From an optimization exercise on the open Yosys and OpenROAD flow, aimed at small area and a short achievable clock period; shortcuts taken in it are not production practice.
RTL that was checked went through simulation tests only; none was proved equivalent to the original.

## sh4a_mac
module sh4a_mac(
    input clk,
    input [31:0] mul_src1,
    input [31:0] mul_src2,
    input [63:0] add_src1,
    input [63:0] add_src2,
    output [63:0] result
);
For scale: ~320 flip-flops, roughly 260 I/O pins.
==> flow/config.mk <==
export PLATFORM = sky130hd
export DESIGN_NAME = sh4a_mac
export DESIGN_NICKNAME = sh4a_mac
export VERILOG_FILES = /design/flow/design.v
export SDC_FILE = /design/flow/constraint.sdc
export NUM_CORES = 4
export LEC_CHECK = 0
export CAP_MARGIN = 20
export CORE_MARGIN = 2
export CORE_UTILIZATION = 40
export SLEW_MARGIN = 20
==> flow/constraint.sdc <==
create_clock -name core_clock -period 9.5 [get_ports {clk}]
set_input_delay 1.9000 -clock core_clock [delete_from_list [all_inputs] [get_ports {clk}]]
set_output_delay 1.9000 -clock core_clock [all_outputs]
set_load 0.01 [all_outputs]
standard.sh (not shown) runs the stock make flow with config.mk's settings and CLKGATE_MAP_FILE= SYNTH_SCRIPT=/design/flow/synth_recipe.tcl, a recipe that flattens the netlist after the stock synthesis.
==> flow/flow/run.sh <==
#!/bin/bash
# The standard ORFS layout (the standard.sh) with these settings changed:
#  - SYNTH_ARGS=-noabc: skip the ABC pass inside Yosys's generic synth script, so
#    the full-adder extraction that follows sees the carry-save tree with clean
#    polarities (otherwise it adds hundreds of inverters around the adder cells);
#    the registers and the final technology mapping are unchanged.
#  - ABC_AREA=1: the final ABC mapping uses ORFS's other script (gives faster adders).
#  - SETUP_SLACK_MARGIN=5.4: repair timing against a tighter target.
#  - port buffers are plain buf_1 cells (every port still gets its own buffer).

set -euo pipefail
bash standard.sh SYNTH_ARGS=-noabc ABC_AREA=1 SETUP_SLACK_MARGIN=5.4 \
  "BUFFER_PORTS_ARGS=-buffer_cell sky130_fd_sc_hd__buf_1" finish > standard.log 2>&1
Then changed:
--- a/flow/flow/run.sh
+++ b/flow/flow/run.sh
@@ -8 +8 @@
-#  - SETUP_SLACK_MARGIN=5.4: repair timing against a tighter target.
+#  - SETUP_SLACK_MARGIN=5.3: repair timing against a tighter target.
@@ -10 +10 @@
-
+#  - a denser floorplan (CORE_UTILIZATION 60, PLACE_DENSITY 0.72).
@@ -12,2 +12,3 @@
-bash standard.sh SYNTH_ARGS=-noabc ABC_AREA=1 SETUP_SLACK_MARGIN=5.4 \
-  "BUFFER_PORTS_ARGS=-buffer_cell sky130_fd_sc_hd__buf_1" finish > standard.log 2>&1
+bash standard.sh SYNTH_ARGS=-noabc ABC_AREA=1 SETUP_SLACK_MARGIN=5.3 \
+  "BUFFER_PORTS_ARGS=-buffer_cell sky130_fd_sc_hd__buf_1" \
+  CORE_UTILIZATION=60 PLACE_DENSITY=0.72 finish > standard.log 2>&1
Result:
- setup slack loses 94 ps
- maximum frequency went down by 2.2%
- first-iteration DRC count rose by 20%
- utilization grows by 21 points
Then changed:
--- a/flow/flow/run.sh
+++ b/flow/flow/run.sh
@@ -10 +10 @@
-#  - a denser floorplan (CORE_UTILIZATION 60, PLACE_DENSITY 0.72).
+
@@ -13,2 +13 @@
-  "BUFFER_PORTS_ARGS=-buffer_cell sky130_fd_sc_hd__buf_1" \
-  CORE_UTILIZATION=60 PLACE_DENSITY=0.72 finish > standard.log 2>&1
+  "BUFFER_PORTS_ARGS=-buffer_cell sky130_fd_sc_hd__buf_1" finish > standard.log 2>&1
Cell area increases by a few percent.
Fmax went up slightly.
Clock skew is about the same.
Setup slack gets better by 24 ps.

---

== build 95 ==
sh4a_mac, a different RTL version from the one above (not shown whole).
For scale: roughly 3100 cells after synthesis, ~430 flip-flops, about 260 I/O pins, roughly 35000 um^2 of cells after synthesis.
clock: 9.5 ns
lec_check: 0
cap_margin: 20
core_margin: 2
core_utilization: 40
slew_margin: 20
==> flow/flow/run.sh <==
#!/bin/bash
# Standard ORFS layout, with Yosys's pre-mapping ABC pass skipped (so the
# full-adder extraction sees clean polarities) and a tighter repair target.
set -euo pipefail
bash standard.sh SYNTH_ARGS=-noabc SETUP_SLACK_MARGIN=5 finish > standard.log 2>&1
Build 95 finished end to end and its layout was clean on timing, DRC and antenna.
> inputs changed (build 95 -> build 15)
==> flow/flow/run.sh <==
#!/bin/bash
# Standard ORFS layout, with Yosys's pre-mapping ABC pass skipped (so the
# full-adder extraction sees clean polarities), a tighter repair target and
# plain buffers on the ports.
set -euo pipefail
bash standard.sh SYNTH_ARGS=-noabc SETUP_SLACK_MARGIN=5 \
  "BUFFER_PORTS_ARGS=-buffer_cell sky130_fd_sc_hd__buf_1" finish > standard.log 2>&1
==> run notes <==
Total routing usage reported by global routing came out lower on build 15 than on build 95. For build 95, the beginning of the critical path was hc_40$_DFF_P_, unlike build 15, where it was hs_40$_DFF_P_. Summary of build 15 over build 95: worst setup slack before clock tree synthesis shows a reduction of 0.28 ns, wire length of the first global-routing pass shows a reduction of about 3%, setup slack of the critical path after layout shows an increase of 0.027 ns. Build 15: clock network area share is 0.33 points lower than what build 95 reported. Looking at the reports, build 15 completed the entire flow and the layout it produced met the timing, DRC and antenna checks.
No functional check of the RTL was part of any run of this note.

==> port drivers added, routing unchanged <==
How much do the figures lean on ideal ports? The routed layouts below were timed once more, with nothing changed but the port constraints. Step 1 assumes that a clkbuf_16 drives the clock port and a buf_2 every other input. Step 2 times the ports against the registers' clock, not the clock port: input delays grow and output delays shrink by t, the midpoint of the rising clock arrivals with the driver on. Slacks: ideal / step 1 / step 2; pairs: ideal / step 1.
| run | t (ns) | setup WS [ns] | clock arrival spread, ns | worst data-port slew with drivers (ns) | cell pins on the clock port's net |
|---|---|---|---|---|---|
| the first run of note 1 | 0.637 | 5.316 / 5.302 / 4.666 | 0.025 / 0.025 | 0.12 | 1 |
| the second run of note 1 | 0.651 | 5.222 / 5.217 / 4.566 | 0.053 / 0.054 | 0.09 | 1 |
| the third run of note 1 | 0.640 | 5.246 / 5.235 / 4.595 | 0.050 / 0.050 | 0.10 | 1 |
| build 95 | 0.675 | 4.375 / 4.309 / 4.388 | 0.026 / 0.027 | 0.05 | 1 |
| build 15 | 0.671 | 4.402 / 4.333 / 4.408 | 0.040 / 0.040 | 0.10 | 1 |
After both steps setup and hold are still met in every run listed. For the second run of note 1, which loses most, drivers alone change the setup slack by -0.005 ns; drivers and shift together by -0.656 ns.
